Background: an optimization exercise with open tools, aiming at small area, a short achievable clock period and few clock cycles. Do not read the settings as production practice.
Power and IR drop assume default switching activity.

==> flow/design.v <==
module fpu(
    input  logic [31:0] op_A_in,
    input  logic [31:0] op_B_in,
    input  logic clk,
    input  logic reset,
    input  logic start,
    output logic [31:0] data_out,
    output logic [3:0]  status_out,
    output logic done
);
    logic [7:0]  ea, eb, e_l, gt, eq;
    logic [8:0]  d_ab, d_ba;
    logic [4:0]  sh;
    logic        a_ge_e, e_eq, fa_lt, a_big, s_l, eff_sub, swap_f, big;
    logic [25:0] m_a, m_b, m_l, m_s, m_s_sh, lost_mask;
    logic        sticky;
    logic [26:0] x, y, g, p, gg, pp, sum;
    always_comb begin
        ea   = op_A_in[30:23];
        eb   = op_B_in[30:23];
        m_a  = {|ea, op_A_in[22:0], 2'b00};
        m_b  = {|eb, op_B_in[22:0], 2'b00};
        d_ab = {1'b0, ea} - {1'b0, eb};
        d_ba = {1'b0, eb} - {1'b0, ea};
        gt = ea & ~eb;
        eq = ~(ea ^ eb);
        for (int l = 0; l < 3; l++)
            for (int i = 0; i < 8; i += 2 << l) begin
                gt[i] = gt[i + (1 << l)] | (eq[i + (1 << l)] & gt[i]);
                eq[i] = eq[i + (1 << l)] & eq[i];
            end
        a_ge_e = gt[0] | eq[0];
        e_eq   = eq[0];
        fa_lt  = op_A_in[22:0] < op_B_in[22:0];
        e_l  = a_ge_e ? ea  : eb;
        m_l  = a_ge_e ? m_a : m_b;
        m_s  = a_ge_e ? m_b : m_a;
        sh   = a_ge_e ? ea[4:0] - eb[4:0] : eb[4:0] - ea[4:0];
        a_big = e_eq ? ~fa_lt : a_ge_e;
        s_l   = a_big ? op_A_in[31] : op_B_in[31];
        eff_sub = op_A_in[31] ^ op_B_in[31];
        swap_f  = eff_sub & e_eq & fa_lt;
        big       = a_ge_e ? d_ab[7:0] > 8'd24 : d_ba[7:0] > 8'd24;
        m_s_sh    = big ? 26'd0 : (m_s >> sh);
        lost_mask = big ? 26'h3ffffff : ~(26'h3ffffff << sh);
        sticky    = |(m_s & lost_mask);
        x = {1'b0, m_l} ^ {27{eff_sub}};
        y = {1'b0, m_s_sh};
        g = x & y;
        p = x ^ y;
        gg = g;
        pp = p;
        gg[0] = g[0] | (p[0] & swap_f);
        for (int l = 0; l < 5; l++)
            for (int i = 26; i >= (1 << l); i--) begin
                gg[i] = gg[i] | (pp[i] & gg[i - (1 << l)]);
                pp[i] = pp[i] & pp[i - (1 << l)];
            end
        sum = (p ^ {27{eff_sub & ~swap_f}}) ^ {gg[25:0], swap_f};
    end
    logic [26:0] r;
    logic [7:0]  e_q;
    logic        s_q, sticky_q;
    always_ff @(posedge clk) begin
        r        <= sum;
        e_q      <= e_l;
        s_q      <= s_l;
        sticky_q <= sticky;
    end
    always_ff @(posedge clk or negedge reset) begin
        if (!reset) done <= 1'b0;
        else        done <= start;
    end
    logic        zero, left, c_out, uf, ovf;
    logic [25:0] w, n0, n1, n2, n3, n4, keep;
    logic [23:0] ca;
    logic [22:0] inc, f_out;
    logic [4:0]  k;
    logic [7:0]  e_p1, e_p2, e_nr, e_left, e_out, e4, e3, e2, e1;
    always_comb begin
        zero = ~|r;
        left = ~r[26] & ~r[25];
        w  = r[26] ? r[26:1] : r[25:0];
        ca = w[25:2];
        for (int l = 0; l < 5; l++)
            for (int i = 0; i < 24; i++)
                if (i[l]) ca[i] = ca[i] & ca[((i >> (l + 1)) << (l + 1)) + (1 << l) - 1];
        inc   = w[24:2] ^ ({ca[21:0], 1'b1} & {23{w[0]}});
        c_out = w[0] & ca[23];
        e_p1  = e_q + 8'd1;
        e_p2  = e_q + 8'd2;
        e_nr  = (r[26] & c_out) ? e_p2 : (r[26] | c_out) ? e_p1 : e_q;
        k[4] = ~|r[25:10]; n1 = k[4] ? {r[9:0], 16'd0} : r[25:0];
        e4 = k[4] ? e_q - 8'd16 : e_q;
        k[3] = ~|n1[25:18]; n2 = k[3] ? {n1[17:0], 8'd0} : n1;
        e3 = k[3] ? e4 - 8'd8 : e4;
        k[2] = ~|n2[25:22]; n3 = k[2] ? {n2[21:0], 4'd0} : n2;
        e2 = k[2] ? e3 - 8'd4 : e3;
        k[1] = ~|n3[25:24]; n4 = k[1] ? {n3[23:0], 2'd0} : n3;
        e1 = k[1] ? e2 - 8'd2 : e2;
        k[0] = ~n4[25];     n0 = k[0] ? {n4[24:0], 1'd0} : n4;
        e_left = k[0] ? e1 - 8'd1 : e1;
        keep = ~(26'h3ffffff >> e_q);
        uf   = ~r[26] & ~|(r[25:0] & keep);
        ovf  = (&e_q) | (~left & ((e_q == 8'd254 & (r[26] | c_out)) | (e_q == 8'd253 & r[26] & c_out)));
        e_out = left ? e_left : e_nr;
        f_out = left ? n0[24:2] : inc;
        if (zero) begin
            data_out = 32'd0;                   status_out = 4'b0001;
        end else if (ovf) begin
            data_out = {s_q, 8'hFF, 23'd0};     status_out = 4'b0100;
        end else if (uf) begin
            data_out = 32'd0;                   status_out = 4'b1000;
        end else begin
            data_out = {s_q, e_out, f_out};
            status_out = (w[0] && !left) || sticky_q ? 4'b0010 : 4'b0001;
        end
    end
endmodule
Settings: LEC_CHECK=0, ABC_AREA=1, CAP_MARGIN=20, CORE_MARGIN=2, CORE_UTILIZATION=45, GPL_TIMING_DRIVEN=0, SLEW_MARGIN=20; clock period 10.0 ns.
standard.sh (not shown) runs the stock make flow with config.mk's settings and CLKGATE_MAP_FILE= SYNTH_SCRIPT=/design/flow/synth_recipe.tcl, a recipe that flattens the netlist after the stock synthesis.
==> flow/flow/run.sh <==
#!/bin/bash
# The standard layout, with plain buffers (sky130_fd_sc_hd__buf_1) on the
# ports in place of the delay cells that buffer_ports picks by default.
# Timing repair aims at 4.0 ns of setup slack up to clock tree synthesis,
# and at 3.3 ns in the repair after global routing.
set -euo pipefail
export BUFFER_PORTS_ARGS="-buffer_cell sky130_fd_sc_hd__buf_1"
SETUP_SLACK_MARGIN=4.0 bash standard.sh cts > standard_make_to_cts.log 2>&1
SETUP_SLACK_MARGIN=3.3 bash standard.sh > standard_make.log 2>&1
Edit:
==> flow/flow/run.sh (replaced) <==
#!/bin/bash
# The standard layout, with plain buffers (sky130_fd_sc_hd__buf_1) on the
# ports in place of the delay cells that buffer_ports picks by default, and
# the buffers that synthesis inserted removed at floorplan (the resizer
# buffers the nets again where they need it).
set -euo pipefail
export BUFFER_PORTS_ARGS="-buffer_cell sky130_fd_sc_hd__buf_1"
export REMOVE_ABC_BUFFERS=1
bash standard.sh > standard_make.log 2>&1
Hold slack hardly moves.
Global-route usage went down by 5.1 points.
Final area decreases by 10%.
Routed wire length drops by about 15%.
Power came out lower by 13%.
Fmax came out lower by 31%.
Area after synthesis stays the same.
Non-clock buffer count falls by 110.
Via count falls by about 7%.
Synthesized cell count stays the same.
Critical path depth came out lower by 9.
Edit:
==> flow/flow/run.sh (replaced) <==
#!/bin/bash
# The standard layout, with plain buffers (sky130_fd_sc_hd__buf_1) on the
# ports in place of the delay cells that buffer_ports picks by default.
set -euo pipefail
export BUFFER_PORTS_ARGS="-buffer_cell sky130_fd_sc_hd__buf_1"
bash standard.sh > standard_make.log 2>&1
Outcome: Routed wire length is higher by 16%; area after synthesis stays the same; cell area is higher by 2.9%; synthesized cell count does not change; setup slack improved by 1500 ps; total power is higher by 8.1%.
Edit:
- SETUP_SLACK_MARGIN: not set -> 3.3
Effect: Total power climbs by 2.1%; sequential cell count is unchanged; clock-buffer cell count does not change; worst setup slack gains 950 ps; global-route usage hardly moves; combinational power rose by about 3%; sequential power barely changes; core utilization climbs by 1.4 points; routed wire length rises by 1.2%; via count is higher by 0.48%; synthesized area does not change.
Function was not checked in any run of this note: the RTL went through the layout flow alone.

-- port drivers added, routing unchanged --
How much do the figures lean on ideal ports? The routed layouts below were timed once more, with nothing changed but the port constraints.
Step 1, drivers: a clkbuf_16 drives clk and a buf_2 each remaining input, both assumed.
Step 2 also shifts input and output timing later by t, the mid clock arrival at the registers, as if the neighbouring blocks saw the same clock.
Slacks: no drivers / after step 1 / after step 2; pairs: no drivers / after step 1.
| run | shift t [ns] | setup WS [ns] | worst setup path after step 2 | latest minus earliest clock arrival (ns) |
|---|---|---|---|---|
| the first run | 0.324 | 3.810 / 3.828 / 3.504 | input to register | 0.006 / 0.005 |
| the second run | 0.318 | 1.022 / 1.034 / 0.716 | input to register | 0.004 / 0.004 |
| the third run | 0.321 | 2.511 / 2.529 / 2.208 | input to register | 0.005 / 0.006 |
| the fourth run | 0.321 | 3.458 / 3.472 / 3.151 | input to register | 0.005 / 0.006 |
After both steps every run listed still meets setup and hold. For the fourth run, which loses most, drivers alone change the setup slack by +0.014 ns; drivers and shift together by -0.307 ns.
